From an optimization exercise on the open Yosys and OpenROAD flow, aimed at small area, a short achievable clock period and few clock cycles per item; shortcuts taken in it are not production practice. RTL that was checked went through simulation tests only; none was proved equivalent to the original. Only the layout flow was run in run 2; the RTL was not checked for function there.

==> flow/design.v <==
`timescale 1 ns / 100 ps
module D_REG(iRSTn,
             iCLK,
             iEN,
             iCLR,
             iDATA,
             oDATA);
    parameter WL = 8;
    input	iRSTn;
    input	iCLK;
    input	iEN;
    input	iCLR;
    input	[WL-1:0] iDATA;
    output	[WL-1:0] oDATA;
    reg 	[WL-1:0] oDATA;
    always @(posedge iCLK or negedge iRSTn)
    begin
        if (~iRSTn)
        begin
            oDATA <= 0;
        end
        else if (iCLR)
        begin
            oDATA <= 0;
        end
            else if (iEN)
            begin
            oDATA	 <= iDATA;
            end
        else
        begin
            oDATA	 <= oDATA;
        end
    end
endmodule
`timescale 1 ns / 100 ps
module COUNTER_VER3	(iCLK,
                     iRSTn,
                     iEN,
                     iCLR,
                     oCNT);
parameter WL  = 8;
parameter IV  = 0;  
parameter LSB = 2;
parameter ECV = 13;  
input	       		iCLK;
input	       		iRSTn;
input	     		iCLR;
input	       		iEN;
output	[WL-1:0]	oCNT;
reg		[WL-1:0]	oCNT;
always @(negedge iRSTn or posedge iCLK)
begin
    if (~iRSTn)
    begin
        oCNT <= IV ;
    end
    else if (iCLR)
    begin
        oCNT <= IV ;
    end
        else if (iEN)
        begin
        if (oCNT[WL-1:LSB] == ECV)
        begin
            oCNT <= IV;
        end
        else
        begin
            oCNT <= oCNT+1;
        end
        end
    else
    begin
        oCNT <= oCNT;
    end
end
endmodule
`timescale 1 ns / 100 ps
module BF(iDATA1,
          iDATA2,
          oDATA_add,
          oDATA_sub);
    parameter IL = 16;
    parameter OL = IL+1;
    input	[IL-1:0] 	iDATA1;
    input	[IL-1:0] 	iDATA2;
    output	[OL-1:0] 	oDATA_add;
    output	[OL-1:0] 	oDATA_sub;
    assign oDATA_add = {iDATA1[IL-1],iDATA1} + {iDATA2[IL-1],iDATA2};
    assign oDATA_sub = {iDATA1[IL-1],iDATA1} - {iDATA2[IL-1],iDATA2};
endmodule
`timescale 1 ns / 100 ps
module CLIP(iDATA,
            oDATA);
    parameter IL = 10;  
    parameter OL = 8;  
    input  [IL-1:0] iDATA;  
    output [OL-1:0] oDATA;  
    wire   [OL-1:0] oDATA;
    assign oDATA = (iDATA[IL-1]) ?
    ((((&iDATA[IL-2:OL-1]) == 0)|((|iDATA[OL-2:0]) == 0)) ?
    ({iDATA[IL-1],{(OL-2){1'b0}},{1'b1}}) :
    ({iDATA[IL-1],iDATA[OL-2:0]})) :  
    ((|(iDATA[IL-2:OL-1])) ?
    ({iDATA[IL-1],{(OL-1){1'b1}}}) : ({iDATA[IL-1],iDATA[OL-2:0]}));
endmodule
`timescale 1 ns / 100 ps
module ROUND_2B(iDATA,
                oDATA);
    parameter IL = 10;
    parameter OL = 7;
    parameter RL = IL - OL;
    input [IL-1:0] iDATA;
    output [OL-1:0] oDATA;
    wire [1:0] sel = iDATA[RL-1:RL-2];
    assign oDATA = (iDATA[IL-1] == 0) ?
    (&iDATA[IL-2:RL-1]) ?
    (iDATA[IL-1:RL]) :
    (iDATA[IL-1:RL]+iDATA[RL-1]) :
    (sel == 2'b00 || sel == 2'b01) ?
    (iDATA[IL-1:RL]) :
    (sel == 2'b10) ?
    (iDATA[IL-1:RL]+|(iDATA[RL-2:0])) : (iDATA[IL-1:RL]+1'b1);
endmodule
`timescale 1 ns / 100 ps
module CPX_MULT(iCLK,
                iRSTn,
                iEN,
                iCLR,
                iDATA_re_1,
                iDATA_im_1,
                iDATA_re_2,
                iDATA_im_2,
                oDATA_re,
                oDATA_im);
    parameter IL1 = 9;
    parameter IL2 = 10;
    parameter OL  = IL1+IL2;
    input 				iCLK;
    input				iRSTn;
    input				iEN;
    input				iCLR;
    input	[IL1-1:0]	iDATA_re_1;
    input	[IL1-1:0]	iDATA_im_1;
    input	[IL2-1:0]	iDATA_re_2;
    input	[IL2-1:0]	iDATA_im_2;
    output	[OL-1:0]	oDATA_re, oDATA_im;
    wire	[OL-2:0]	comp_re_1, comp_im_1;
    wire	[OL-2:0]	comp_re_2, comp_im_2;
    wire	[OL-1:0]	oDATA_re_tmp;
    wire	[OL-1:0]	oDATA_im_tmp;
    wire	[OL-2:0]	D_ff_re1, D_ff_im1,D_ff_re2, D_ff_im2;
    wire	[OL-2:0] 	iDATA1_re_ext  = {{(IL2-1){iDATA_re_1[IL1-1]}}, iDATA_re_1};
    wire 	[OL-2:0] 	iDATA2_re_ext = {{(IL1-1){iDATA_re_2[IL2-1]}}, iDATA_re_2};
    wire	[OL-2:0] 	iDATA1_im_ext  = {{(IL2-1){iDATA_im_1[IL1-1]}}, iDATA_im_1};
    wire	[OL-2:0] 	iDATA2_im_ext  = {{(IL1-1){iDATA_im_2[IL2-1]}}, iDATA_im_2};
    assign	comp_re_1 = iDATA1_re_ext*iDATA2_re_ext;
    assign	comp_re_2 = iDATA1_im_ext*iDATA2_im_ext;
    assign	comp_im_1 = iDATA1_re_ext*iDATA2_im_ext;
    assign	comp_im_2 = iDATA2_re_ext*iDATA1_im_ext;
    assign	oDATA_re_tmp = {{comp_re_1[OL-2],comp_re_1}}-{{comp_re_2[OL-2],comp_re_2}};
    assign	oDATA_im_tmp = {{comp_im_1[OL-2],comp_im_1}}+{{comp_im_2[OL-2],comp_im_2}};
    D_REG#(
    .WL(OL)
    )D_FF_oDATA_RE(
    .iCLK(iCLK),
    .iRSTn(iRSTn),
    .iEN(iEN),
    .iCLR(iCLR),
    .iDATA(oDATA_re_tmp),
    .oDATA(oDATA_re)
    );
    D_REG#(
    .WL(OL)
    )D_FF_oDATA_IM(
    .iCLK(iCLK),
    .iRSTn(iRSTn),
    .iEN(iEN),
    .iCLR(iCLR),
    .iDATA(oDATA_im_tmp),
    .oDATA(oDATA_im)
    );
endmodule
`timescale 1 ns / 100 ps
module TW_ROM(twiddle_addr,
              oDATA_RE,
              oDATA_IM);
    parameter WL = 10;
    parameter WN = 3;
    parameter paraP0000 = 10'b0000000000;  
    parameter paraP3827 = 10'b0011000100;  
    parameter paraN3827 = 10'b1100111100;  
    parameter paraP7071 = 10'b0101101010;  
    parameter paraN7071 = 10'b1010010110;  
    parameter paraP9239 = 10'b0111011001;  
    parameter paraN9239 = 10'b1000100110;  
    parameter paraP1000 = 10'b0111111111;  
    parameter paraN1000 = 10'b1000000001;  
    input		[WN-1:0]		twiddle_addr;
    output		[WL-1:0] 		oDATA_RE;
    output  	[WL-1:0] 		oDATA_IM;
    reg			[WL-1:0]		oDATA_RE;
    reg			[WL-1:0]		oDATA_IM;
    always @(*)
    begin
        case(twiddle_addr)	 
            'd00:
            begin
                oDATA_RE = paraP1000;
                oDATA_IM = paraP0000;
            end
            'd01:
            begin
                oDATA_RE = paraP9239;
                oDATA_IM = paraN3827;
            end
            'd02:
            begin
                oDATA_RE = paraP7071;
                oDATA_IM = paraN7071;
            end
            'd03:
            begin
                oDATA_RE = paraP3827;
                oDATA_IM = paraN9239;
            end
            'd04:
            begin
                oDATA_RE = paraP0000;
                oDATA_IM = paraN1000;
            end
            'd05:
            begin
                oDATA_RE = paraN3827;
                oDATA_IM = paraN9239;
            end
            'd06:
            begin
                oDATA_RE = paraN7071;
                oDATA_IM = paraN7071;
            end
            'd07:
            begin
                oDATA_RE = paraN9239;
                oDATA_IM = paraN3827;
            end
            default:
            begin
                oDATA_RE = 10'b0100000000;
                oDATA_IM = 10'b0000000000;
            end
        endcase
    end
endmodule
`timescale 1 ns / 100 ps
module SINGLE_BF(iRSTn,
                 iCLK,
                 iCLR,
                 iEN,
                 STATE,
                 iDATA,
                 oEN,
                 oDATA);
    parameter	STATE0	 = 3'b000;
    parameter	STATE1	 = 3'b001;
    parameter	STATE2	 = 3'b010;
    parameter	STATE3	 = 3'b011;
    parameter	STATE4	 = 3'b100;
    parameter	CNT	 = 	16;
    parameter	IL 	 = 	16;
    parameter	OL 	 = 	16;
    parameter	TW	  = 	10;
    input 					iRSTn;
    input 					iCLK;
    input 					iCLR;
    input					iEN;
    input	[2:0]			STATE;
    input	[2*IL-1:0]		iDATA;
    output 					oEN;
    output	[2*OL-1:0]		oDATA;
    wire	[IL-1:0]		iDATA_RE = iDATA[2*IL-1:IL];
    wire	[IL-1:0]		iDATA_IM = iDATA[IL-1:0];
    wire	[IL-1:0]		iDATA_RE_D;
    wire	[IL-1:0]		iDATA_IM_D;
    wire	[IL	 :0]		oDATA_RE_HIGH;
    wire	[IL	 :0]		oDATA_RE_LOW;
    wire	[IL	 :0]		oDATA_IM_HIGH;
    wire	[IL	 :0]		oDATA_IM_LOW;
    wire	[OL-1:0]		oDATA_RE_HIGH_C;
    wire	[OL-1:0]		oDATA_IM_HIGH_C;
    wire	[2*OL-1:0]		oDATA_HIGH;
    wire					Cnt_EN;
    wire	[3:0]			oCNT;
    wire	[2:0]			TW_ADDR;
    wire	[TW-1:0]		Tw_RE;
    wire	[TW-1:0]		Tw_IM;
    wire	[IL+TW:0]		oDATA_RE_LOW_TW;
    wire	[IL+TW:0]		oDATA_IM_LOW_TW;
    wire	[OL+1:0]		oDATA_RE_LOW_R;
    wire	[OL+1:0]		oDATA_IM_LOW_R;
    wire	[OL-1:0]		oDATA_RE_LOW_C;
    wire	[OL-1:0]		oDATA_IM_LOW_C;
    wire	[2*OL-1:0]		oDATA_LOW;
    wire	[2*OL-1:0]		oDATA_TMP;
    wire                    iEN_1D;
    wire                    iEN_2D;
    D_REG#(
    .WL(IL)
    )D_REG_BF1_RE(
    .iRSTn(iRSTn),
    .iCLK(iCLK),
    .iEN(iEN||oEN),
    .iCLR(iCLR),
    .iDATA(iDATA_RE),
    .oDATA(iDATA_RE_D)
    );
    D_REG#(
    .WL(IL)
    )D_REG_BF2_IM(
    .iRSTn(iRSTn),
    .iCLK(iCLK),
    .iEN(iEN||oEN),
    .iCLR(iCLR),
    .iDATA(iDATA_IM),
    .oDATA(iDATA_IM_D)
    );
    BF#(
    .IL(IL),
    .OL(IL+1)
    )BF_RE(
    .iDATA1(iDATA_RE_D),		 
    .iDATA2(iDATA_RE),
    .oDATA_add(oDATA_RE_HIGH),		 
    .oDATA_sub(oDATA_RE_LOW)
    );
    BF#(
    .IL(IL),
    .OL(IL+1)
    )BF_IM(
    .iDATA1	(iDATA_IM_D),
    .iDATA2	(iDATA_IM),
    .oDATA_add(oDATA_IM_HIGH),
    .oDATA_sub(oDATA_IM_LOW)
    );
    CLIP#(
    .IL(IL+1),
    .OL(OL)
    )CLIP_HIGH_RE(
    .iDATA(oDATA_RE_HIGH),
    .oDATA(oDATA_RE_HIGH_C)
    );
    CLIP#(
    .IL(IL+1),
    .OL(OL)
    )CLIP_HIGH_IM(
    .iDATA(oDATA_IM_HIGH),
    .oDATA(oDATA_IM_HIGH_C)
    );
    assign	oDATA_HIGH = {oDATA_RE_HIGH_C,oDATA_IM_HIGH_C};
    D_REG#(
    .WL(1'b1)
    )U_D_REG_EN_DELAY(
    .iRSTn(iRSTn),
    .iCLK(iCLK),
    .iEN(1'b1),
    .iCLR(iCLR),
    .iDATA(iEN),
    .oDATA(Cnt_EN)
    );
    COUNTER_VER3#(
    .WL(4),
    .IV(0),
    .LSB(0),
    .ECV(CNT-1)
    )U_COUNTER_V3_WC(
    .iCLK(iCLK),
    .iRSTn(iRSTn),
    .iEN(Cnt_EN),
    .iCLR(iCLR),
    .oCNT(oCNT)
    );
    assign TW_ADDR = (STATE == STATE1) ? {oCNT[3:1]} :
    (STATE == STATE2) ? {oCNT[2:1],1'b0} :
    (STATE == STATE3) ? {oCNT[3],2'b00} :
    (STATE == STATE4) ? {3'b000} : 0;
    TW_ROM U_TW_ROM(		 
    .twiddle_addr(TW_ADDR),
    .oDATA_RE(Tw_RE),
    .oDATA_IM(Tw_IM)
    );
    CPX_MULT#(
    .IL1(IL+1),
    .IL2(10)
    )CPX_MULT_LOW(
    .iCLK(iCLK),
    .iRSTn(iRSTn),
    .iEN(iEN||oEN),
    .iCLR(iCLR),
    .iDATA_re_1(oDATA_RE_LOW),
    .iDATA_im_1(oDATA_IM_LOW),
    .iDATA_re_2(Tw_RE),
    .iDATA_im_2(Tw_IM),
    .oDATA_re(oDATA_RE_LOW_TW),
    .oDATA_im(oDATA_IM_LOW_TW)
    );
    ROUND_2B#(
    .IL(IL+11),
    .OL(IL+2)
    )ROUND_2B_LOW_RE(
    .iDATA(oDATA_RE_LOW_TW),
    .oDATA(oDATA_RE_LOW_R)
    );
    ROUND_2B#(
    .IL(IL+11),
    .OL(IL+2)
    )ROUND_2B_LOW_IM(
    .iDATA(oDATA_IM_LOW_TW),
    .oDATA(oDATA_IM_LOW_R)
    );
    CLIP#(
    .IL(IL+2),
    .OL(OL)
    )CLIP_LOW_RE(
    .iDATA(oDATA_RE_LOW_R),
    .oDATA(oDATA_RE_LOW_C)
    );
    CLIP#(
    .IL(IL+2),
    .OL(OL)
    )CLIP_LOW_IM(
    .iDATA(oDATA_IM_LOW_R),
    .oDATA(oDATA_IM_LOW_C)
    );
    assign oDATA_LOW = {oDATA_RE_LOW_C,oDATA_IM_LOW_C};
    assign	oDATA_TMP = (oCNT[0] == 1) ?
    (oDATA_HIGH) :
    (oCNT[0] == 0) ?
    (oDATA_LOW) : (16'b0);
    D_REG#(
    .WL(1)
    )D_REG_iEN_1D(
    .iRSTn(iRSTn),
    .iCLK(iCLK),
    .iEN(1'b1),
    .iCLR(iCLR),
    .iDATA(iEN),
    .oDATA(iEN_1D)
    );
    D_REG#(
    .WL(1)
    )D_REG_iEN_2D(
    .iRSTn(iRSTn),
    .iCLK(iCLK),
    .iEN(1'b1),
    .iCLR(iCLR),
    .iDATA(iEN_1D),
    .oDATA(iEN_2D)
    );
    D_REG#(
    .WL(1)
    )D_REG_iEN_3D(
    .iRSTn(iRSTn),
    .iCLK(iCLK),
    .iEN(1'b1),
    .iCLR(iCLR),
    .iDATA(iEN_2D),
    .oDATA(oEN)
    );
    D_REG#(
    .WL(2*IL)
    )D_REG_BF_OUT(
    .iRSTn(iRSTn),
    .iCLK(iCLK),
    .iEN(iEN||oEN),
    .iCLR(iCLR),
    .iDATA(oDATA_TMP),
    .oDATA(oDATA)
    );
endmodule
`timescale 1 ns / 100 ps
module MEM_R_CTRL(iRSTn,
                  iCLK,
                  iStart_INT,
                  iCLR,
                  oEN_RC,
                  oEN,
                  RADDR,
                  STATE);
    parameter	STATE0	 = 3'b000;
    parameter	STATE1	 = 3'b001;
    parameter	STATE2	 = 3'b010;
    parameter	STATE3	 = 3'b011;
    parameter	STATE4	 = 3'b100;
    parameter	STATE5	 = 3'b101;
    parameter	CNT		   = 20;
    input 				iRSTn;
    input 				iCLK;
    input 				iStart_INT;
    input 				iCLR;
    output 				oEN_RC;
    output 				oEN;
    output	[6:0]		RADDR;
    output	[2:0]		STATE;
    reg		[2:0]		current_state;
    wire	[2:0]		next_state;
    wire				Cnt_EN;
    wire	[4:0]		oCNT;
    wire				oEN_FINAL;
    always @(posedge iCLK or negedge iRSTn)
    begin
        if (~iRSTn)
        begin
            current_state <= STATE0;
        end
        else if (iCLR)
        begin
            current_state <= STATE0;
        end
        else
        begin
            current_state <= next_state;
        end
    end
    assign next_state = (current_state == STATE0) ? ((iStart_INT == 1) ? STATE1 : STATE0) :
    (current_state == STATE1) ? ((oCNT == CNT-1) ?	STATE2 : STATE1) :
    (current_state == STATE2) ? ((oCNT == CNT-1) ? STATE3 : STATE2) :
    (current_state == STATE3) ? ((oCNT == CNT-1) ? STATE4 : STATE3) :
    (current_state == STATE4) ? ((oCNT == CNT-1) ? STATE5 : STATE4) :
    (current_state == STATE5) ? ((oCNT == CNT-1) ? STATE0 : STATE5) : STATE0;
    assign Cnt_EN = (current_state == STATE0) ? 1'b0 : 1'b1 ;
    COUNTER_VER3#(
    .WL(5),
    .IV(0),
    .LSB(0),
    .ECV(CNT-1)
    )U_COUNTER_V3_WC(
    .iCLK(iCLK),
    .iRSTn(iRSTn),
    .iEN(Cnt_EN),
    .iCLR(iCLR),
    .oCNT(oCNT)
    );
    assign	oEN_RC = (current_state == STATE1) ? ((oCNT < 5'd16) ? {1'b1} : 0) :
    (current_state == STATE2) ? ((oCNT < 5'd16) ? {1'b1} : 0) :
    (current_state == STATE3) ? ((oCNT < 5'd16) ? {1'b1} : 0) :
    (current_state == STATE4) ? ((oCNT < 5'd16) ? {1'b1} : 0) :
    (current_state == STATE5) ? ((oCNT < 5'd16) ? {1'b1} : 0) : 0;
    assign	RADDR = (current_state == STATE1) ? {3'b000,{oCNT[0]},{oCNT[3]},{oCNT[2]},{oCNT[1]}} :
    (current_state == STATE2) ? {3'b001,{oCNT[3]},{oCNT[0]},{oCNT[2]},{oCNT[1]}} :
    (current_state == STATE3) ? {3'b010,{oCNT[2]},{oCNT[1]},{oCNT[0]},{oCNT[3]}} :
    (current_state == STATE4) ? {3'b011,{oCNT[3:0]}} :
    (current_state == STATE5) ? {3'b100,{oCNT[3:0]}} :	0;
    assign	oEN_FINAL = 	(current_state == STATE5)	? ((oCNT < 5'd16) ? 1'b1 : 0) : 0;
    assign	STATE = current_state;
    D_REG#(
    .WL(1)
    )D_REG_oEN(
    .iRSTn(iRSTn),
    .iCLK(iCLK),
    .iCLR(iCLR),
    .iEN(1'b1),
    .iDATA(oEN_FINAL),
    .oDATA(oEN)
    );
endmodule
`timescale 1 ns / 100 ps
module MEM_W_CTRL(iRSTn,
                  iCLK,
                  iStart_W,
                  iCLR,
                  oEN_WC,
                  WADDR);
    parameter	STATE0		 = 3'b000;
    parameter	STATE1		 = 3'b001;
    parameter	STATE2		 = 3'b010;
    parameter	STATE3		 = 3'b011;
    parameter	STATE4		 = 3'b100;
    parameter	CNT			   = 20;
    input 				iRSTn;
    input 				iCLK;
    input 				iStart_W;
    input 				iCLR;
    output 				oEN_WC;
    output	[6:0]		WADDR;
    reg		[2:0]		current_state;
    wire				Cnt_EN;
    wire	[2:0]		next_state;
    wire	[4:0]		oCNT;
    always @(posedge iCLK or negedge iRSTn)
    begin
        if (~iRSTn)
        begin
            current_state <= STATE0;
        end
        else if (iCLR)
        begin
            current_state <= STATE0;
        end
        else
        begin
            current_state <= next_state;
        end
    end
    assign next_state = (current_state == STATE0) ? ((iStart_W == 1) ? STATE1 : STATE0) :
    (current_state == STATE1) ? ((oCNT == CNT-1) ? STATE2 : STATE1) :
    (current_state == STATE2) ? ((oCNT == CNT-1) ? STATE3 : STATE2) :
    (current_state == STATE3) ? ((oCNT == CNT-1) ? STATE4 : STATE3) :
    (current_state == STATE4) ? ((oCNT == CNT-1) ? STATE0 : STATE4) : STATE0;
    assign Cnt_EN = (current_state == STATE0) ? 1'b0 : 1'b1;
    COUNTER_VER3#(
    .WL(5),
    .IV(0),
    .LSB(0),
    .ECV(CNT-1)
    )U_COUNTER_V3_WC(
    .iCLK(iCLK),
    .iRSTn(iRSTn),
    .iEN(Cnt_EN),
    .iCLR(iCLR),
    .oCNT(oCNT)
    );
    assign	oEN_WC = (current_state == STATE1) ? ((oCNT < 5'd16) ? {1'b1} : 0) :
    (current_state == STATE2) ? ((oCNT < 5'd16) ? {1'b1} : 0) :
    (current_state == STATE3) ? ((oCNT < 5'd16) ? {1'b1} : 0) :
    (current_state == STATE4) ? ((oCNT < 5'd16) ? {1'b1} : 0) : 0;
    assign	WADDR = (current_state == STATE1) ? {3'b001,{oCNT[0]},{oCNT[3]},{oCNT[2]},{oCNT[1]}} :
    (current_state == STATE2) ? {3'b010,{oCNT[3]},{oCNT[0]},{oCNT[2]},{oCNT[1]}} :
    (current_state == STATE3) ? {3'b011,{oCNT[2]},{oCNT[1]},{oCNT[0]},{oCNT[3]}} :
    (current_state == STATE4) ? {3'b100,{oCNT[3:0]}} : 0;
endmodule
`timescale 1 ns / 100 ps
module MEMORY(clka,
              ena,
              wea,
              addra,
              dina,
              clkb,
              enb,
              addrb,
              doutb);
    input           clka;
    input           ena;
    input           wea;
    input   [6:0]   addra;
    input   [31:0]  dina;
    input           clkb;
    input           enb;
    input   [6:0]   addrb;
    output  [31:0]  doutb;
    reg     [31:0]  doutb;
    reg     [31:0]  mem [0:79];
    always @(posedge clka)
    begin
        if (ena && wea)
            mem[addra] <= dina;
    end
    always @(posedge clkb)
    begin
        if (enb)
            doutb <= mem[addrb];
    end
endmodule
`timescale 1 ns / 100 ps
module FFT_Top(iRSTn,
               iCLK,
               iStart_INT,
               iCLR,
               iWR_EN,
               iWR_ADDR,
               iWR_DATA,
               oREADY,
               oEN,
               oDATA_re,
               oDATA_im);
    input               iRSTn;
    input               iCLK;
    input               iStart_INT;
    input               iCLR;
    input               iWR_EN;
    input   [3:0]       iWR_ADDR;
    input   [31:0]      iWR_DATA;
    output              oREADY;
    output              oEN;
    output  [15:0]      oDATA_re;
    output  [15:0]      oDATA_im;
    reg                 fresh;       
    reg     [3:0]       nf;          
    reg     [3:0]       fi;          
    reg     [15:0]      asg;         
    reg     [63:0]      wmap;        
    reg     [63:0]      rmap;        
    wire    [3:0]       ws;
    reg                 ir_we, ir_st;
    reg     [3:0]       ir_a;
    reg     [31:0]      ir_d;
    always @(posedge iCLK or negedge iRSTn)
    begin
        if (~iRSTn) begin
            ir_we <= 1'b0;
            ir_st <= 1'b0;
        end
        else begin
            ir_we <= iWR_EN;
            ir_st <= iStart_INT & ~iCLR;
        end
    end
    reg                 ir_rew;
    reg     [3:0]       ir_wm;
    wire                byp   = ir_we && (ir_a == iWR_ADDR);
    always @(posedge iCLK)
    begin
        ir_a   <= iWR_ADDR;
        ir_d   <= iWR_DATA;
        ir_rew <= ~iCLR & ~ir_st & (asg[iWR_ADDR] | byp);
        ir_wm  <= byp ? ws : wmap[iWR_ADDR*4 +: 4];
    end
    wire    [3:0]       wm_a  = ir_wm;
    wire                rew   = ir_rew;
    wire    [3:0]       rm_f  = fresh ? fi : rmap[fi*4 +: 4];
    assign              ws    = rew ? wm_a : nf;    
    wire    [3:0]       wm0_n = (ir_we && ir_a == 4'd0) ? ws : wmap[3:0];
    reg     [63:0]      wmap_n;
    integer             q;
    always @(*)
    begin
        wmap_n = wmap;
        if (ir_we) wmap_n[ir_a*4 +: 4] = ws;
    end
    always @(posedge iCLK or negedge iRSTn)
    begin
        if (~iRSTn) begin
            fresh <= 1'b1;
            nf    <= 4'd0;
            fi    <= 4'd1;
            asg   <= 16'd0;
        end
        else if (iCLR) begin
            fresh <= 1'b1;
            nf    <= 4'd0;
            fi    <= 4'd1;
            asg   <= 16'd0;
        end
        else if (ir_st) begin
            fresh <= 1'b0;
            nf    <= wm0_n;
            fi    <= 4'd1;
            asg   <= 16'd0;
        end
        else if (ir_we) begin
            asg[ir_a] <= 1'b1;
            if (~rew) begin
                nf <= rm_f;
                fi <= fi + 4'd1;
            end
        end
    end
    always @(posedge iCLK)
    begin
        wmap <= wmap_n;
        if (ir_st) rmap <= wmap_n;
    end
    reg     [511:0]     mem;
    genvar              g;
    generate
        for (g = 0; g < 16; g = g + 1) begin : G_MEM
            always @(posedge iCLK)
                if (ir_we && ws == g) mem[g*32 +: 32] <= ir_d;
        end
    endgenerate
    reg                 rd_act;
    reg     [3:0]       rd_t;
    always @(posedge iCLK or negedge iRSTn)
    begin
        if (~iRSTn) begin
            rd_act <= 1'b0;
            rd_t   <= 4'd0;
        end
        else if (iCLR) begin
            rd_act <= 1'b0;
            rd_t   <= 4'd0;
        end
        else if (ir_st) begin
            rd_act <= 1'b1;
            rd_t   <= 4'd0;
        end
        else if (rd_act) begin
            rd_t   <= rd_t + 4'd1;
            if (rd_t == 4'd15) rd_act <= 1'b0;
        end
    end
    reg                 rdy;
    always @(posedge iCLK or negedge iRSTn)
    begin
        if (~iRSTn) rdy <= 1'b1;
        else        rdy <= ~(ir_st & rd_act & (rd_t != 4'd15));
    end
    assign oREADY = rdy;
    wire    [3:0]       rd_t1 = rd_t + 4'd1;
    wire    [3:0]       rs_n  = ir_st ? wm0_n : rmap[rd_t1*4 +: 4];
    reg     [15:0]      rsh;         
    always @(posedge iCLK)
        rsh <= 16'd1 << rs_n;
    reg     [31:0]      rdat;
    integer             m;
    always @(*)
    begin
        rdat = 32'd0;
        for (m = 0; m < 16; m = m + 1)
            rdat = rdat | (mem[m*32 +: 32] & {32{rsh[m]}});
    end
    reg     [31:0]      fd;
    reg                 fv;
    reg     [3:0]       fidx;
    always @(posedge iCLK)
    begin
        fd   <= rdat;
        fidx <= rd_t;
    end
    always @(posedge iCLK or negedge iRSTn)
    begin
        if (~iRSTn)     fv <= 1'b0;
        else if (iCLR)  fv <= 1'b0;
        else            fv <= rd_act;
    end
    wire    [31:0]      y1, y2, y3, y4;
    wire                v1, v2, v3, v4;
    wire    [3:0]       i1, i2, i3, i4;
    SDF_S1 U_S1(.clk(iCLK), .rstn(iRSTn), .clr(iCLR), .x(fd), .xv(fv), .xi(fidx), .y(y1), .yv(v1), .yi(i1));
    SDF_S2 U_S2(.clk(iCLK), .rstn(iRSTn), .clr(iCLR), .x(y1), .xv(v1), .xi(i1), .y(y2), .yv(v2), .yi(i2));
    SDF_S3 U_S3(.clk(iCLK), .rstn(iRSTn), .clr(iCLR), .x(y2), .xv(v2), .xi(i2), .y(y3), .yv(v3), .yi(i3));
    SDF_S4 U_S4(.clk(iCLK), .rstn(iRSTn), .clr(iCLR), .x(y3), .xv(v3), .xi(i3), .y(y4), .yv(v4), .yi(i4));
    assign oEN      = v4;
    assign oDATA_re = y4[31:16];
    assign oDATA_im = y4[15:0];
endmodule
module TAGD(clk, rstn, clr, iv, ii, ov, oi);
    parameter N = 1;
    input               clk, rstn, clr;
    input               iv;
    input   [3:0]       ii;
    output  [N-1:0]     ov;          
    output  [4*N-1:0]   oi;
    reg     [N-1:0]     v;
    reg     [4*N-1:0]   t;
    always @(posedge clk or negedge rstn)
    begin
        if (~rstn)      v <= {N{1'b0}};
        else if (clr)   v <= {N{1'b0}};
        else if (N > 1) v <= {v[N-2:0], iv};
        else            v <= iv;
    end
    always @(posedge clk)
    begin
        if (N > 1) t <= {t[4*N-5:0], ii};
        else       t <= ii;
    end
    assign ov = v;
    assign oi = t;
endmodule
module SAT17(s, y);
    input   [16:0]  s;
    output  [15:0]  y;
    assign y = (s[16] != s[15]) ? (s[16] ? 16'h8001 : 16'h7fff) :
               (s[15:0] == 16'h8000) ? 16'h8001 : s[15:0];
endmodule
module SAT18(s, y);
    input   [17:0]  s;
    output  [15:0]  y;
    wire            ov = s[17] ? ~(&s[16:15]) : (|s[16:15]);
    assign y = ov ? (s[17] ? 16'h8001 : 16'h7fff) :
               (s[15:0] == 16'h8000) ? 16'h8001 : s[15:0];
endmodule
module ADDKS(a, b, ci, s, co);
    parameter N = 17;
    input   [N-1:0] a, b;
    input           ci;
    output  [N-1:0] s;
    output          co;
    reg     [N:0]   G, P, Gn, Pn;
    integer         l, i;
    always @(*)
    begin
        G = {a & b, ci};
        P = {a ^ b, 1'b0};
        for (l = 1; l < N + 1; l = l * 2) begin
            Gn = G;
            Pn = P;
            for (i = l; i < N + 1; i = i + 1) begin
                Gn[i] = G[i] | (P[i] & G[i - l]);
                Pn[i] = P[i] & P[i - l];
            end
            G = Gn;
            P = Pn;
        end
    end
    assign s  = (a ^ b) ^ G[N-1:0];
    assign co = G[N];
endmodule
module ADDBK(a, b, ci, s, co);
    parameter N = 17;
    input   [N-1:0] a, b;
    input           ci;
    output  [N-1:0] s;
    output          co;
    function integer toppow;
        input integer n;
        integer t;
        begin
            t = 1;
            while (t * 2 < n) t = t * 2;
            toppow = t;
        end
    endfunction
    localparam TOP = toppow(N + 1);
    reg     [N:0]   G, P;
    integer         l, i;
    always @(*)
    begin
        G = {a & b, ci};
        P = {a ^ b, 1'b0};
        for (l = 1; l <= TOP; l = l * 2)
            for (i = 2 * l - 1; i < N + 1; i = i + 2 * l) begin
                G[i] = G[i] | (P[i] & G[i - l]);
                P[i] = P[i] & P[i - l];
            end
        for (l = TOP / 2; l >= 1; l = l / 2)
            for (i = 3 * l - 1; i < N + 1; i = i + 2 * l) begin
                G[i] = G[i] | (P[i] & G[i - l]);
                P[i] = P[i] & P[i - l];
            end
    end
    assign s  = (a ^ b) ^ G[N-1:0];
    assign co = G[N];
endmodule
module R511(d, r);
    input   [16:0]  d;
    output  [17:0]  r;
    wire            c = d[8] & (d[16] | (|d[7:0]));
    wire            co;
    ADDKS #(.N(18)) U_A(.a({d[16], d}), .b({{10{~d[16]}}, ~d[16:9]}), .ci(~c), .s(r), .co(co));
endmodule
module BFTOP(a, b, y);
    input   [31:0]  a, b;
    output  [31:0]  y;
    wire    [16:0]  sr, si;
    wire            cr, ci;
    ADDKS #(.N(17)) U_AR(.a({a[31], a[31:16]}), .b({b[31], b[31:16]}), .ci(1'b0), .s(sr), .co(cr));
    ADDKS #(.N(17)) U_AI(.a({a[15], a[15:0]}),  .b({b[15], b[15:0]}),  .ci(1'b0), .s(si), .co(ci));
    SAT17 U_R(.s(sr), .y(y[31:16]));
    SAT17 U_I(.s(si), .y(y[15:0]));
endmodule
module BFSUB(a, b, rot, dr, di);
    input   [31:0]  a, b;
    input           rot;
    output  [16:0]  dr, di;
    wire    [15:0]  ar = a[31:16], ai = a[15:0], br = b[31:16], bi = b[15:0];
    wire    [15:0]  p1 = rot ? ai : ar;
    wire    [15:0]  q1 = rot ? bi : br;
    wire    [15:0]  p2 = rot ? br : ai;
    wire    [15:0]  q2 = rot ? ar : bi;
    wire            cr, ci;
    ADDKS #(.N(17)) U_AR(.a({p1[15], p1}), .b(~{q1[15], q1}), .ci(1'b1), .s(dr), .co(cr));
    ADDKS #(.N(17)) U_AI(.a({p2[15], p2}), .b(~{q2[15], q2}), .ci(1'b1), .s(di), .co(ci));
endmodule
module CSA27(a, b, c, s, y);
    input   [26:0]  a, b, c;
    output  [26:0]  s, y;
    wire    [26:0]  m = (a & b) | (a & c) | (b & c);
    assign s = a ^ b ^ c;
    assign y = {m[25:0], 1'b0};
endmodule
module SDF_S1(clk, rstn, clr, x, xv, xi, y, yv, yi);
    input               clk, rstn, clr;
    input   [31:0]      x;
    input               xv;
    input   [3:0]       xi;
    output  [31:0]      y;
    output              yv;
    output  [3:0]       yi;
    localparam D = 8;
    wire    [8:0]       tv;
    wire    [35:0]      ti;
    TAGD #(.N(9)) U_TAG(.clk(clk), .rstn(rstn), .clr(clr), .iv(xv), .ii(xi), .ov(tv), .oi(ti));
    wire                osel = ti[4*7+3];
    assign yv = tv[8];
    assign yi = ti[35:32];
    reg     [255:0]     sr;          
    wire    [31:0]      a = sr[255:224];
    wire                bf = xv & xi[3];
    wire    [31:0]      top;
    BFTOP U_TOP(.a(a), .b(x), .y(top));
    wire    [16:0]      dr, di;
    BFSUB U_SUB(.a(a), .b(x), .rot(xi[2]), .dr(dr), .di(di));
    reg     [16:0]      d1r, d1i;
    reg     [1:0]       k1;
    reg                 s1;
    reg     [3:0]       bp;
    always @(posedge clk)
    begin
        d1r <= dr;
        d1i <= di;
        k1  <= xi[1:0];
        s1  <= xi[0] & (xi[2] | xi[1]);      
        bp  <= {bp[2:0], bf};
    end
    wire    [17:0]      e1r = {d1r[16], d1r};
    wire    [17:0]      e1i = {d1i[16], d1i};
    wire    [17:0]      sx, sy;
    wire                cx, cy;
    ADDKS #(.N(18)) U_PX(.a(e1r), .b(e1i),  .ci(1'b0), .s(sx), .co(cx));
    ADDKS #(.N(18)) U_PY(.a(e1i), .b(~e1r), .ci(1'b1), .s(sy), .co(cy));
    wire    [17:0]      xx = (k1 == 2'd2) ? sx : e1r;
    wire    [17:0]      yy = (k1 == 2'd2) ? sy : e1i;
    reg     [18:0]      w2r, w2i;
    reg     [17:0]      v2r, v2i;
    reg                 eA2, eB2, gBr, gDr, gFr, gGr, gAi, gBi, gCi, gDi, gEi, gFi, gGi, s2;
    wire                k1_0 = (k1 == 2'd0), k1_1 = (k1 == 2'd1), k1_2 = (k1 == 2'd2), k1_3 = (k1 == 2'd3);
    always @(posedge clk)
    begin
        w2r <= k1_3 ? {yy[17], yy} : k1_2 ? {xx, 1'b0} : {xx[17], xx};
        v2r <= k1[1] ? xx : yy;
        w2i <= k1_3 ? {xx[17], xx} : k1_2 ? {yy, 1'b0} : {yy[17], yy};
        v2i <= k1[1] ? yy : xx;
        eA2 <= ~k1_2;
        eB2 <= ~k1_0;
        s2  <= s1;
        gBr <= k1[0];
        gDr <= ~k1[0];
        gFr <= k1[0];
        gGr <= ~k1[0];
        gAi <= k1_3;
        gBi <= k1[0] ^ k1_3;
        gCi <= ~k1_3;
        gDi <= ~k1[0] ^ k1_3;
        gEi <= k1_1;
        gFi <= k1[0] ^ k1_1;
        gGi <= ~k1[0] ^ k1_1;
    end
    reg     [1:0]       k2;
    always @(posedge clk)
        k2 <= k1;
    wire    [26:0]      ar_, br_, ai_, bi_;
    S1ROWS #(.PI(0)) U_RR(.w(w2r), .v(v2r), .k(k2), .s(s2), .eA(eA2), .eB(eB2),
                .gA(1'b0), .gB(gBr), .gC(1'b1), .gD(gDr), .gE(1'b0), .gF(gFr), .gG(gGr),
                .ps(ar_), .pc(br_));
    S1ROWS #(.PI(1)) U_RI(.w(w2i), .v(v2i), .k(k2), .s(s2), .eA(eA2), .eB(eB2),
                .gA(gAi), .gB(gBi), .gC(gCi), .gD(gDi), .gE(gEi), .gF(gFi), .gG(gGi),
                .ps(ai_), .pc(bi_));
    reg     [26:0]      c3rs, c3rc, c3is, c3ic;
    always @(posedge clk)
    begin
        c3rs <= ar_;
        c3rc <= br_;
        c3is <= ai_;
        c3ic <= bi_;
    end
    wire    [26:0]      qr, qi;
    wire                cqr, cqi;
    ADDKS #(.N(27)) U_QR(.a(c3rs), .b(c3rc), .ci(1'b0), .s(qr), .co(cqr));
    ADDKS #(.N(27)) U_QI(.a(c3is), .b(c3ic), .ci(1'b0), .s(qi), .co(cqi));
    reg     [17:0]      q4r, q4i;
    reg                 f4r, f4i;
    always @(posedge clk)
    begin
        q4r <= qr[26:9];
        q4i <= qi[26:9];
        f4r <= (&qr[8:0]) & ~qr[26];
        f4i <= (&qi[8:0]) & ~qi[26];
    end
    wire    [17:0]      rr, ri;
    wire                crr, cri;
    ADDKS #(.N(18)) U_FR(.a(q4r), .b(18'd0), .ci(f4r), .s(rr), .co(crr));
    ADDKS #(.N(18)) U_FI(.a(q4i), .b(18'd0), .ci(f4i), .s(ri), .co(cri));
    wire    [31:0]      bot;
    SAT18 U_CR(.s(rr), .y(bot[31:16]));
    SAT18 U_CI(.s(ri), .y(bot[15:0]));
    always @(posedge clk)
    begin
        sr[31:0]    <= x;
        sr[127:32]  <= sr[95:0];
        sr[159:128] <= bp[3] ? bot : sr[127:96];
        sr[255:160] <= sr[223:128];
    end
    reg     [31:0]      yr;
    always @(posedge clk)
        yr <= osel ? a : top;
    assign y = yr;
endmodule
module S1ROWS(w, v, k, s, eA, eB, gA, gB, gC, gD, gE, gF, gG, ps, pc);
    parameter PI = 0;
    input   [18:0]  w;
    input   [17:0]  v;
    input   [1:0]   k;
    input           s;               
    input           eA, eB;          
    input           gA, gB, gC, gD, gE, gF, gG;      
    output  [26:0]  ps, pc;
    wire    [18:0]  tA = w ^ {19{gA}}, tB = w ^ {19{gB}}, tC = w ^ {19{gC}}, tD = w ^ {19{gD}};
    wire    [17:0]  tE = v ^ {18{gE}}, tF = v ^ {18{gF}}, tG = v ^ {18{gG}};
    wire    [18:0]  uA = eA ? {~tA[18], tA[17:0]} : 19'd0;
    wire    [18:0]  uB = eB ? {~tB[18], tB[17:0]} : 19'd0;
    wire    [18:0]  uC = eB ? {~tC[18], tC[17:0]} : 19'd0;
    wire    [18:0]  uD = {~tD[18], tD[17:0]};
    wire    [17:0]  uE = eB ? {~tE[17], tE[16:0]} : 18'd0;
    wire    [17:0]  uF = eB ? {~tF[17], tF[16:0]} : 18'd0;
    wire    [17:0]  uG = eB ? {~tG[17], tG[16:0]} : 18'd0;
    wire    [26:0]  rA = {uA[17:0], 9'd0};
    wire    [26:0]  rB = {3'd0, uB, 5'd0};
    wire    [26:0]  rC = {5'd0, uC, 3'd0};
    wire    [26:0]  rD = s ? {7'd0, uD, 1'b0} : {8'd0, uD};
    wire    [26:0]  rE = {1'd0, uE, 8'd0};
    wire    [26:0]  rF = {3'd0, uF, 6'd0};
    wire    [26:0]  rG = {7'd0, uG, 2'd0};
    reg     [26:0]  rK;
    reg             fA, fB, fC, fD, fE, fF, fG, xA, xB, xE;
    always @(*)
    begin
        xA = (k != 2'd2);
        xB = (k != 2'd0);
        fA = PI ? (k == 2'd3) : 1'b0;
        fB = k[0] ^ (PI ? (k == 2'd3) : 1'b0);
        fC = PI ? (k != 2'd3) : 1'b1;
        fD = ~k[0] ^ (PI ? (k == 2'd3) : 1'b0);
        fE = PI ? (k == 2'd1) : 1'b0;
        fF = k[0] ^ (PI ? (k == 2'd1) : 1'b0);
        fG = ~k[0] ^ (PI ? (k == 2'd1) : 1'b0);
        rK = 27'd255;
        if (xA) rK = rK + (fA ? 27'd512 : 27'd0);                          
        if (xB) rK = rK + (fB ? 27'd32  : 27'd0) - 27'd8388608;            
        if (xB) rK = rK + (fC ? 27'd8   : 27'd0) - 27'd2097152;            
        if (s)  rK = rK + (fD ? 27'd2   : 27'd0) - 27'd524288;             
        else    rK = rK + (fD ? 27'd1   : 27'd0) - 27'd262144;             
        if (xB) rK = rK + (fE ? 27'd256 : 27'd0) - 27'd33554432;           
        if (xB) rK = rK + (fF ? 27'd64  : 27'd0) - 27'd8388608;            
        if (xB) rK = rK + (fG ? 27'd4   : 27'd0) - 27'd524288;             
    end
    wire    [26:0]  s1, c1, s2, c2, s3, c3, s4, c4, s5, c5, s6, c6;
    CSA27 U1(.a(rA), .b(rB), .c(rC), .s(s1), .y(c1));
    CSA27 U2(.a(rD), .b(rE), .c(rF), .s(s2), .y(c2));
    CSA27 U3(.a(s1), .b(c1), .c(s2), .s(s3), .y(c3));
    CSA27 U4(.a(c2), .b(rG), .c(rK), .s(s4), .y(c4));
    CSA27 U5(.a(s3), .b(c3), .c(s4), .s(s5), .y(c5));
    CSA27 U6(.a(s5), .b(c5), .c(c4), .s(s6), .y(c6));
    assign ps = s6;
    assign pc = c6;
endmodule
module SDF_S2(clk, rstn, clr, x, xv, xi, y, yv, yi);
    input               clk, rstn, clr;
    input   [31:0]      x;
    input               xv;
    input   [3:0]       xi;
    output  [31:0]      y;
    output              yv;
    output  [3:0]       yi;
    wire    [4:0]       tv;
    wire    [19:0]      ti;
    TAGD #(.N(5)) U_TAG(.clk(clk), .rstn(rstn), .clr(clr), .iv(xv), .ii(xi), .ov(tv), .oi(ti));
    wire                osel = ti[4*3+2];
    assign yv = tv[4];
    assign yi = ti[19:16];
    reg     [127:0]     sr;
    wire    [31:0]      a = sr[127:96];
    wire                bf = xv & xi[2];
    wire    [31:0]      top;
    BFTOP U_TOP(.a(a), .b(x), .y(top));
    wire    [16:0]      dr, di;
    BFSUB U_SUB(.a(a), .b(x), .rot(xi[1]), .dr(dr), .di(di));
    reg     [16:0]      d1r, d1i;
    reg                 w1;
    reg     [2:0]       bp;
    always @(posedge clk)
    begin
        d1r <= dr;
        d1i <= di;
        w1  <= xi[0];
        bp  <= {bp[1:0], bf};
    end
    wire    [17:0]      e1r = {d1r[16], d1r};
    wire    [17:0]      e1i = {d1i[16], d1i};
    wire    [17:0]      sx, sy;
    wire                cx, cy;
    ADDKS #(.N(18)) U_PX(.a(e1r), .b(e1i),  .ci(1'b0), .s(sx), .co(cx));
    ADDKS #(.N(18)) U_PY(.a(e1i), .b(~e1r), .ci(1'b1), .s(sy), .co(cy));
    reg     [17:0]      x2, y2;
    reg                 w2;
    always @(posedge clk)
    begin
        x2 <= w1 ? sx : e1r;
        y2 <= w1 ? sy : e1i;
        w2 <= w1;
    end
    wire    [26:0]      pr_s, pr_c, pi_s, pi_c;
    S2ROWS U_RR(.z(x2), .w(w2), .ps(pr_s), .pc(pr_c));
    S2ROWS U_RI(.z(y2), .w(w2), .ps(pi_s), .pc(pi_c));
    wire    [8:0]       lr, li;
    wire                lcr, lci;
    ADDKS #(.N(9)) U_LR(.a(pr_s[8:0]), .b(pr_c[8:0]), .ci(1'b0), .s(lr), .co(lcr));
    ADDKS #(.N(9)) U_LI(.a(pi_s[8:0]), .b(pi_c[8:0]), .ci(1'b0), .s(li), .co(lci));
    reg     [17:0]      c3rs, c3rc, c3is, c3ic;
    reg                 c3rk, c3ik;
    always @(posedge clk)
    begin
        c3rs <= pr_s[26:9];
        c3rc <= pr_c[26:9];
        c3is <= pi_s[26:9];
        c3ic <= pi_c[26:9];
        c3rk <= lcr;
        c3ik <= lci;
    end
    wire    [17:0]      qr, qi;
    wire                cqr, cqi;
    ADDKS #(.N(18)) U_QR(.a(c3rs), .b(c3rc), .ci(c3rk), .s(qr), .co(cqr));
    ADDKS #(.N(18)) U_QI(.a(c3is), .b(c3ic), .ci(c3ik), .s(qi), .co(cqi));
    wire    [31:0]      bot;
    SAT18 U_CR(.s(qr), .y(bot[31:16]));
    SAT18 U_CI(.s(qi), .y(bot[15:0]));
    always @(posedge clk)
    begin
        sr[31:0]   <= x;
        sr[95:32]  <= sr[63:0];
        sr[127:96] <= bp[2] ? bot : sr[95:64];
    end
    reg     [31:0]      yr;
    always @(posedge clk)
        yr <= osel ? a : top;
    assign y = yr;
endmodule
module S2ROWS(z, w, ps, pc);
    input   [17:0]  z;
    input           w;
    output  [26:0]  ps, pc;
    wire    [17:0]  up = {~z[17], z[16:0]};      
    wire    [17:0]  un = {z[17], ~z[16:0]};      
    wire    [26:0]  r1 = {up, 9'd0};
    wire    [26:0]  r2 = w ? {2'd0, un, 7'd0} : {9'd0, un};
    wire    [26:0]  r3 = w ? {4'd0, un, 5'd0} : 27'd0;
    wire    [26:0]  r4 = w ? {6'd0, up, 3'd0} : 27'd0;
    wire    [26:0]  r5 = w ? {8'd0, up, 1'b0} : 27'd0;
    wire    [26:0]  kw = 27'd255 - 27'd67108864 + 27'd128 - 27'd16777216
                   + 27'd32 - 27'd4194304 - 27'd1048576 - 27'd262144;
    wire    [26:0]  kn = 27'd255 - 27'd67108864 + 27'd1 - 27'd131072;
    wire    [26:0]  rk = (w ? kw : kn) + {26'd0, ~z[17]};
    wire    [26:0]  s1, c1, s2, c2, s3, c3, s4, c4;
    CSA27 U1(.a(r1), .b(r2), .c(r3), .s(s1), .y(c1));
    CSA27 U2(.a(r4), .b(r5), .c(rk), .s(s2), .y(c2));
    CSA27 U3(.a(s1), .b(c1), .c(s2), .s(s3), .y(c3));
    CSA27 U4(.a(s3), .b(c3), .c(c2), .s(s4), .y(c4));
    assign ps = s4;
    assign pc = c4;
endmodule
module SDF_S3(clk, rstn, clr, x, xv, xi, y, yv, yi);
    input               clk, rstn, clr;
    input   [31:0]      x;
    input               xv;
    input   [3:0]       xi;
    output  [31:0]      y;
    output              yv;
    output  [3:0]       yi;
    wire    [2:0]       tv;
    wire    [11:0]      ti;
    TAGD #(.N(3)) U_TAG(.clk(clk), .rstn(rstn), .clr(clr), .iv(xv), .ii(xi), .ov(tv), .oi(ti));
    wire                osel = ti[4*1+1];
    assign yv = tv[2];
    assign yi = ti[11:8];
    reg     [63:0]      sr;
    wire    [31:0]      a = sr[63:32];
    wire    [31:0]      top;
    BFTOP U_TOP(.a(a), .b(x), .y(top));
    wire    [16:0]      dr, di;
    BFSUB U_SUB(.a(a), .b(x), .rot(xi[0]), .dr(dr), .di(di));
    reg     [16:0]      d1r, d1i;
    always @(posedge clk)
    begin
        d1r <= dr;
        d1i <= di;
    end
    wire    [17:0]      mr, mi;
    R511 U_MR(.d(d1r), .r(mr));
    R511 U_MI(.d(d1i), .r(mi));
    reg     [17:0]      m2r, m2i;
    always @(posedge clk)
    begin
        m2r <= mr;
        m2i <= mi;
    end
    wire    [31:0]      bot;
    SAT18 U_CR(.s(m2r), .y(bot[31:16]));
    SAT18 U_CI(.s(m2i), .y(bot[15:0]));
    always @(posedge clk)
        sr <= {sr[31:0], x};
    reg     [31:0]      yr;
    always @(posedge clk)
        yr <= osel ? bot : top;
    assign y = yr;
endmodule
module SDF_S4(clk, rstn, clr, x, xv, xi, y, yv, yi);
    input               clk, rstn, clr;
    input   [31:0]      x;
    input               xv;
    input   [3:0]       xi;
    output  [31:0]      y;
    output              yv;
    output  [3:0]       yi;
    wire    [1:0]       tv;
    wire    [7:0]       ti;
    TAGD #(.N(2)) U_TAG(.clk(clk), .rstn(rstn), .clr(clr), .iv(xv), .ii(xi), .ov(tv), .oi(ti));
    wire                osel = ti[4*0+0];
    assign yv = tv[1];
    assign yi = ti[7:4];
    reg     [31:0]      sr;
    wire    [31:0]      a = sr;
    wire    [31:0]      top;
    BFTOP U_TOP(.a(a), .b(x), .y(top));
    wire    [16:0]      dr, di;
    BFSUB U_SUB(.a(a), .b(x), .rot(1'b0), .dr(dr), .di(di));
    reg     [16:0]      d1r, d1i;
    always @(posedge clk)
    begin
        d1r <= dr;
        d1i <= di;
    end
    wire    [17:0]      mr, mi;
    R511 U_MR(.d(d1r), .r(mr));
    R511 U_MI(.d(d1i), .r(mi));
    wire    [31:0]      bot;
    SAT18 U_CR(.s(mr), .y(bot[31:16]));
    SAT18 U_CI(.s(mi), .y(bot[15:0]));
    always @(posedge clk)
        sr <= x;
    reg     [31:0]      yr;
    always @(posedge clk)
        yr <= osel ? bot : top;
    assign y = yr;
endmodule
==> flow/flow/run.sh <==
#!/bin/bash
set -euo pipefail
bash standard.sh SETUP_SLACK_MARGIN=6.5 TNS_END_PERCENT=100 finish > orfs_make.log 2>&1
==> flow/standard.sh <==
#!/bin/bash
# synth_recipe.tcl (not shown) runs the flow's synth.tcl, then flattens the netlist and writes it again
# the make line also repeats each setting of config.mk as NAME=value (left out here)
make -C /OpenROAD-flow-scripts/flow DESIGN_CONFIG=/design/flow/config.mk WORK_HOME=/design/flow/orfs CLKGATE_MAP_FILE= SYNTH_SCRIPT=/design/flow/synth_recipe.tcl "${@:-finish}"
==> flow/config.mk <==
export PLATFORM = sky130hd
export DESIGN_NAME = FFT_Top
export DESIGN_NICKNAME = FFT_Top
export VERILOG_FILES = /design/flow/design.v
export SDC_FILE = /design/flow/constraint.sdc
export NUM_CORES = 4
export LEC_CHECK = 0
export CAP_MARGIN = 20
export CORE_MARGIN = 2
export CORE_UTILIZATION = 50
export CTS_CLUSTER_DIAMETER = 140
export CTS_CLUSTER_SIZE = 20
export PLACE_DENSITY = 0.7
export SLEW_MARGIN = 20
==> flow/constraint.sdc <==
create_clock -name core_clock -period 10.0 [get_ports {iCLK}]
set_input_delay 2.0000 -clock core_clock [delete_from_list [all_inputs] [get_ports {iCLK}]]
set_output_delay 2.0000 -clock core_clock [all_outputs]
set_load 0.01 [all_outputs]
==> flow_summary.json, run 1 <==
{
  "status": "complete, no violations",
  "synthArstFlopShare_pct": 2.699,
  "yosysTopAreaCell": "dfxtp_1",
  "critPathLaunchType": "flip-flop",
  "vias_per_cell": 5.757,
  "wl_mm": 244.8,
  "synth.avg_cell_area_um2": 10.97,
  "drive_gt1_share_pct": 8.223,
  "fin_skew_ns": 0.09450,
  "cp-end-kind": "flip-flop",
  "crit_type": "flip-flop to flip-flop",
  "synth_xor_area_share_pct": 5.862,
  "hold_violations": 0,
  "drt_iter0_drc": 5117,
  "critPathRequiredTime_ns": 10.64,
  "synth_area_mm2": 0.09503,
  "boundaryPins": 75,
  "synth_compound_area_share_pct": 12.79,
  "fmax_mhz": 278.3,
  "cp_max_fo": 5,
  "min_period_ns": 3.593,
  "cts.sinks": 1964,
  "tritoncts": "done",
  "hp-class": "flip-flop to flip-flop",
  "nets": 9723,
  "setup_tns_ns": 0,
  "first_pass_iters": 6,
  "cp_data_arrival_time_ns": 4.24,
  "finalInstanceArea_mm2": 0.1038,
  "whs_ns": 0.2623,
  "yosysWarnings": 15,
  "synth_fa_ha_area_share_pct": 15.32,
  "placed_area_mm2": 0.09847,
  "hp-start": "U_S1.sr[176]$_DFF_P_",
  "synthMuxAreaShare_pct": 4.321,
  "synth-seq-cells": 1964,
  "ys_seq_area_share_pct": 47.72,
  "cp-startpoint": "U_S2.yr[17]$_DFF_P_",
  "yosys.area.top_type_share_pct": 28.12,
  "fin_crit_sh_pct": 35.93,
  "port_buffers": 74,
  "cts_buffers": 108,
  "tightest_slew_ns": 1.140,
  "ys_top_cells_by_area": "dfxtp_1 (28%), edfxtp_1 (18%), ha_1 (8.5%)",
  "dpl.hpwl_mm": 170.9,
  "synthSimpleGateAreaFrac_pct": 10.20,
  "synth_edf_count": 576,
  "die-width_um": 440.0,
  "synth_cells": 8663,
  "initial_core_util_pct": 50.13,
  "final_max_slew_viol_count": 0,
  "antenna_found_initial": 13,
  "syn_to_final_growth_pct": 9.261,
  "grt_start_max_net_pins": 93,
  "grt.total_usage_pct": 24.79,
  "rsz0062_at_grt": "true",
  "post_drt_wl_per_cell_um": 21.69,
  "setup_viol": 0,
  "die_height_um": 440.0,
  "r2r-start": "U_S2.yr[17]$_DFF_P_",
  "grt_pass1_vias": 64160,
  "root_buffer": "clkbuf_16",
  "reg2regPathDepth": 14,
  "htreeDepth": 3,
  "reg2reg_setup_slack_ns": 6.41,
  "ys.flop_type": "dfxtp_1",
  "drc_errors": 0,
  "route.antenna.remaining_nets": 0,
  "maxCapViolCount": 0,
  "vias": 64980,
  "coreArea_mm2": 0.1896,
  "clock_latency_ns": 0.85,
  "cts_max_path_buffers": 3,
  "ys_types": 91,
  "grt_overflow": 0,
  "relSlewSlack_pct": 23.47,
  "dieArea_mm2": 0.1936,
  "endpoint": "U_S3.yr[28]$_DFF_P_",
  "rr_endpoint": "U_S3.yr[28]$_DFF_P_",
  "num_rows": 160,
  "routabilityCongestion": 0.9618,
  "path_clk_slew_ns": 0.08,
  "cts_hold_buf": 0,
  "grt_pass1_wl_mm": 372.9,
  "synth_top_family_by_area": "adder cells"
}
==> registers in the layout, summed over array words and instances (netlist names), 32 cells and up <==
register,flops
mem,512
U_S1.yr,32
U_S1.sr,256
fd,32
rmap,64
U_S4.yr,32
wmap,64
U_S2.yr,32
U_S4.sr,32
U_S3.yr,32
U_S1.U_TAG.t,33
ir_d,32
U_S3.sr,64
U_S2.sr,128
==> cells in the mapped netlist (36+ instances only) <==
cell type     n
a211oi_1     57
a21o_1       84
a21oi_1     463
a221oi_1    152
a22o_1      135
a31oi_1      65
and2_1      175
and3_1       51
buf_1        40
clkbuf_1    251
dfrtp_1      50
dfxtp_1    1335
edfxtp_1    576
fa_1        321
ha_1        644
inv_1       660
mux2_2      109
mux2i_1     156
mux4_2       58
nand2_1     485
nand2b_1     98
nand3_1     120
nand4_1      68
nor2_1      573
nor2b_1     129
nor3_1      130
o211ai_1     54
o21a_1       83
o21ai_0     332
o21bai_1     68
o31ai_1      36
or3_1        44
xnor2_1     312
xor2_1      324
==> layout by cell type (no fill, tap or decap), types with 97 or more instances in the layout <==
cell type  instances
dfxtp_1         1288
inv_1            656
ha_1             633
edfxtp_1         576
nor2_1           554
nand2_1          481
a21oi_1          445
xor2_1           321
o21ai_0          320
fa_1             317
xnor2_1          303
and2_1           175
mux2i_1          154
a221oi_1         148
a22o_1           135
nor2b_1          127
buf_4            120
nand3_1          119
clkbuf_16        111
nor3_1           109
mux2_2           108
nand2b_1          97
==> final cells by class <==
cell class	instances	area [µm²]
fillers	16070	85750
multi-input cells	5756	47390
clock inverters	9	230.2
flip-flops and latches	1964	45450
diodes	8	20.02
clock buffers	152	2868
repair buffers	226	2240
well taps	2511	3142
inverters	661	2486
==> critical path: stages (launching register included) <==
cell and delay (ns):
dfxtp_2 0.43, inv_1 0.10, fa_2 0.41, nor2b_2 0.16, o31a_1 0.16, o31a_1 0.19
o22ai_2 0.12, xnor2_2 0.16, or4_1 0.50, or4_1 0.40, o41a_1 0.38, buf_6 0.15
nor2_4 0.12, buf_12 0.15, nor3_4 0.05
==> through the flow <==
stage          utilization, %  setup WS [ns]  instances
6_report                54.77          6.407      11290
5_1_grt                 54.76          6.306      11280
4_1_cts                 54.10          6.253      11230
3_5_place_dp            51.94          5.588      11030
3_3_place_gp            51.94          5.587      11030
2_1_floorplan               -          6.506       8673
==> kinds of logic (layout without fill, tap and decap cells) <==
| kind of cell | after synthesis | after routing |
|---|---|---|
| DFF | 1964 | 1964 |
| adders and majority gates | 972 | 972 |
| and+or+nand+nor | 1996 | 1997 |
| buffers and inverters | 955 | 1048 |
| xor gates and xnor gates | 636 | 636 |
| other | 2 | 20 |
| AOI/OAI and AO/OA | 1814 | 1815 |
| muxes | 324 | 324 |
==> repair_timing <==
item | in CTS | in global routing
setup endpoints to repair | 340 | 216
pin swaps | 27 | 61
resized for setup | 159 | 169
endpoints found under the hold margin | 0 | 0
cloned | 4 | 5
buffers inserted | 41 | 41
==> worst min-delay path by stage <==
stage | cells after the start | endpoint | slack (ns)
6_report | 0 | U_S1.sr[208]$_DFF_P_ | 0.26
5_1_grt | 0 | U_S1.sr[208]$_DFF_P_ | 0.26
4_1_cts | 0 | U_S1.sr[208]$_DFF_P_ | 0.26
3_5_place_dp | 0 | U_S1.U_TAG.t[21]$_DFF_P_ | 0.31
3_3_place_gp | 0 | U_S2.bp[1]$_DFF_P_ | 0.31
2_1_floorplan | 0 | U_S1.U_TAG.t[10]$_DFF_P_ | 0.31
==> routing by layer <==
metal | track usage [%] | part of all wire [%]
met1 | 31.97 | 42
met2 | 43.38 | 49
met3 | 3.209 | 5.8
met4 | 7.330 | 3.0
met5 | 0 | 0.087
Testbench counts, summed over its fixed seeds: cycles 3,360, items 192.
==> run 2, diff against run 1 <==
--- a/flow/design.v
+++ b/flow/design.v
@@ -990,5 +990,5 @@
     wire                bf = xv & xi[3];
     wire    [31:0]      top;
-    BFTOP U_TOP(.a(a), .b(x), .y(top));
+    BFTOP U_TOP(.a(a), .b(x & {32{~osel}}), .y(top));
     wire    [16:0]      dr, di;
     BFSUB U_SUB(.a(a), .b(x), .rot(xi[2]), .dr(dr), .di(di));
@@ -1085,5 +1085,5 @@
     reg     [31:0]      yr;
     always @(posedge clk)
-        yr <= osel ? a : top;
+        yr <= top;
     assign y = yr;
 endmodule
@@ -1164,5 +1164,5 @@
     wire                bf = xv & xi[2];
     wire    [31:0]      top;
-    BFTOP U_TOP(.a(a), .b(x), .y(top));
+    BFTOP U_TOP(.a(a), .b(x & {32{~osel}}), .y(top));
     wire    [16:0]      dr, di;
     BFSUB U_SUB(.a(a), .b(x), .rot(xi[1]), .dr(dr), .di(di));
@@ -1224,5 +1224,5 @@
     reg     [31:0]      yr;
     always @(posedge clk)
-        yr <= osel ? a : top;
+        yr <= top;
     assign y = yr;
 endmodule
--- a/flow/config.mk
+++ b/flow/config.mk
@@ -8,7 +8,7 @@
 export CAP_MARGIN = 20
 export CORE_MARGIN = 2
-export CORE_UTILIZATION = 50
+export CORE_UTILIZATION = 40
 export CTS_CLUSTER_DIAMETER = 140
 export CTS_CLUSTER_SIZE = 20
-export PLACE_DENSITY = 0.7
+export PLACE_DENSITY = 0.6
 export SLEW_MARGIN = 20
==> run 2 against run 1 <==
  * Still clean
  * Sequential cell count unchanged
  * Routed wire length shrank 1.2%
  * Sequential share of layout area shrank 0.50 points
  * Register-to-register slack about the same
==> flow_summary.json, run 2 <==
{
  "synthMuxAreaShare_pct": 4.465,
  "crit_chain": "fa_2 > a21oi_4 > o21ai_2 > xor2_2 > or4_4 > or4_4 > or4_4 > or4_4 > o311ai_2 > o21a_1 > o22a_1",
  "tritoncts": "done",
  "tightest_slew_ns": 1.058,
  "critPathLaunchType": "flip-flop",
  "cpMostUsedCell": "or4_4",
  "cts_hold_buf": 0,
  "min_period_ns": 3.585,
  "fillCellCount": 21610,
  "synth-seq-cells": 1964,
  "post_drt_wl_per_cell_um": 20.30,
  "syn_to_final_growth_pct": 11.19,
  "cp-end-kind": "flip-flop",
  "first_pass_iters": 6,
  "port_buffers": 74,
  "yosys.area.top_type_share_pct": 28.30,
  "grt_start_max_net_pins": 93,
  "routabilityCongestion": 0.8939,
  "whs_ns": 0.2966,
  "wl_mm": 242.0,
  "synth.avg_cell_area_um2": 10.99,
  "fin_crit_sh_pct": 35.85,
  "setup_viol": 0,
  "dieArea_mm2": 0.2400,
  "root_buffer": "clkbuf_16",
  "nets": 9714,
  "synthArstFlopShare_pct": 2.699,
  "synth_xor_area_share_pct": 5.805,
  "antenna_found_initial": 13,
  "synthTopCellsByCount": "dfxtp_1 (1335), inv_1 (656), ha_1 (644)",
  "grt.total_usage_pct": 19.42,
  "die-width_um": 489.9,
  "ys.flop_type": "dfxtp_1",
  "grt_pass1_wl_mm": 369.3,
  "critPathRequiredTime_ns": 10.69,
  "fin_skew_ns": 0.1033,
  "hp-class": "flip-flop to flip-flop",
  "dpl.hpwl_mm": 165.8,
  "synth_cells": 8597,
  "synthSimpleGateAreaFrac_pct": 10.12,
  "grt_overflow": 0,
  "cp-startpoint": "U_S2.c3ic[0]$_DFF_P_",
  "fmax_mhz": 278.9,
  "setup_tns_ns": 0,
  "crit_type": "flip-flop to flip-flop",
  "status": "complete, no violations",
  "coreArea_mm2": 0.2350,
  "cts_buffers": 109,
  "ys_seq_area_share_pct": 48.02,
  "htreeDepth": 3,
  "ys_top_cells_by_area": "dfxtp_1 (28%), edfxtp_1 (18%), ha_1 (8.5%)",
  "route.antenna.remaining_nets": 0,
  "grt_pass1_vias": 62990,
  "r2r-start": "U_S2.c3ic[0]$_DFF_P_",
  "synth_fa_ha_area_share_pct": 15.81,
  "synth_area_mm2": 0.09444,
  "yosysWarnings": 15,
  "reg2reg_setup_slack_ns": 6.41,
  "ys_types": 91,
  "synth_edf_count": 576,
  "hold_violations": 0,
  "yosysTopAreaCell": "dfxtp_1",
  "drt_iter0_drc": 4490,
  "final_cell_mix": "dfxtp_1 (1287), inv_1 (651), ha_1 (633)",
  "layout_commonest_cell": "dfxtp_1",
  "synth_most_common_cell": "dfxtp_1",
  "die_height_um": 489.9,
  "initial_core_util_pct": 40.20,
  "drive_gt1_share_pct": 9.561,
  "reg_top3": "mem: 512 flops, U_S1.sr: 256 flops, U_S2.sr: 128 flops",
  "drc_errors": 0,
  "cts.sinks": 1964,
  "ff_latch_area_mm2": 0.04544,
  "largest_reg_flops": 512,
  "vias": 63210,
  "clock_latency_ns": 0.83,
  "boundaryPins": 75,
  "top_register": "mem",
  "num_rows": 178,
  "relSlewSlack_pct": 29.34,
  "reg2regPathDepth": 11,
  "multiInputGateArea_mm2": 0.04732,
  "critPathMaxStageDelay_ns": 0.53,
  "cpMaxStageDelayCell": "or4_4",
  "cp_data_arrival_time_ns": 4.27,
  "final_max_slew_viol_count": 0,
  "synth_compound_area_share_pct": 11.98,
  "synth_top_family_by_area": "adder cells",
  "endpoint": "U_S2.sr[96]$_DFF_P_",
  "rsz0062_at_grt": "true",
  "cp_max_fo": 2,
  "maxCapViolCount": 0,
  "path_clk_slew_ns": 0.08,
  "cts_max_path_buffers": 3,
  "vias_per_cell": 5.303,
  "rr_endpoint": "U_S2.sr[96]$_DFF_P_"
}
[run 2: worst min-delay path by stage]
stage	cells after the start	end	from	slack, ns
floorplan	0	U_S1.U_TAG.t[10]$_DFF_P_	U_S1.U_TAG.t[6]$_DFF_P_	0.31
CTS	0	U_S1.sr[105]$_DFF_P_	U_S1.sr[73]$_DFF_P_	0.29
detailed placement	0	U_S1.bp[3]$_DFF_P_	U_S1.bp[2]$_DFF_P_	0.31
global placement	0	U_S1.U_TAG.t[16]$_DFF_P_	U_S1.U_TAG.t[12]$_DFF_P_	0.31
global route	0	U_S1.bp[1]$_DFF_P_	U_S1.bp[0]$_DFF_P_	0.30
finish	0	U_S2.sr[74]$_DFF_P_	U_S2.sr[42]$_DFF_P_	0.30
[run 2: cells by family (layout without fill, tap and decap cells)]
| group | count (synthesis) | after routing |
|---|---|---|
| simple gates | 1982 | 1983 |
| flops | 1964 | 1964 |
| buf+inv | 949 | 1099 |
| other cells | 2 | 17 |
| fa+ha+maj | 1010 | 1010 |
| xor+xnor | 626 | 630 |
| compound gates | 1730 | 1731 |
| mux | 334 | 336 |
[run 2: critical path, delay by kind of cell (launching register included)]
family / cells / cell delay, ns
compound gates: 5 / 0.82
xor+xnor: 1 / 0.18
fa+ha+maj: 1 / 0.43
flops: 1 / 0.34
simple gates: 4 / 1.79
[run 2: metal layers]
layer / vias up / track usage, % / share of wire, %
li1: 30190 / - / -
met1: 31160 / 26.26 / 44
met2: 1541 / 33.41 / 49
met3: 309 / 2.015 / 4.7
met4: 6 / 4.392 / 2.4
met5: - / 0 / 0.014
[run 2: layout make-up]
| type | instances | area share, % |
|---|---|---|
| antenna | 5 | 0.01192 |
| clock buffer | 156 | 2.766 |
| clock inverter | 12 | 0.2347 |
| inverter | 658 | 2.356 |
| multi-input combinational | 5702 | 45.06 |
| sequential | 1964 | 43.27 |
| tap | 3150 | 3.753 |
| timing repair buffer | 272 | 2.539 |
| timing repair inverter | 1 | 0.004766 |
[run 2: timing repair]
item | 4_1_cts | 5_1_grt
gates resized for setup | 160 | 264
buffers inserted | 44 | 81
pin swaps | 29 | 144
setup endpoints to repair | 391 | 280
cloned | 5 | 12
[run 2: metrics by stage]
step | setup WS, ns | area (µm²) | std cells | util (%)
2_1_floorplan | 6.503 | 94560 | 8607 | -
3_3_place_gp | 5.481 | 98730 | 11600 | 42.02
3_5_place_dp | 5.481 | 98770 | 11610 | 42.03
6_report | 6.415 | 105000 | 11920 | 44.69
5_1_grt | 6.274 | 105000 | 11920 | 44.69
4_1_cts | 6.407 | 103000 | 11820 | 43.82

re-timing with driven ports:
The results above use ideal ports. As a check the final layouts listed here were re-extracted and re-timed, cells and wires unchanged.
Step 1 assumes that a clkbuf_16 drives the clock port and a buf_2 every other input.
Step 2 moves the port delays by t, midway between the first and last clock arrival at a register: inputs arrive t later, outputs are due t later. That takes back most of the time a late clock gives input paths.
a / b / c = ideal / step 1 / step 2; a / b = the first two.
run | t (ns) | slack for setup (ns) | clock arrival spread, ns
run 1 | 0.873 | 6.407 / 6.407 / 5.759 | 0.100 / 0.101
run 2 | 0.869 | 6.415 / 6.415 / 5.843 | 0.113 / 0.113
After both steps every run listed still meets setup and hold. The setup slack of run 1, which loses most, moves by 0.000 ns with the drivers and by -0.648 ns with both steps.
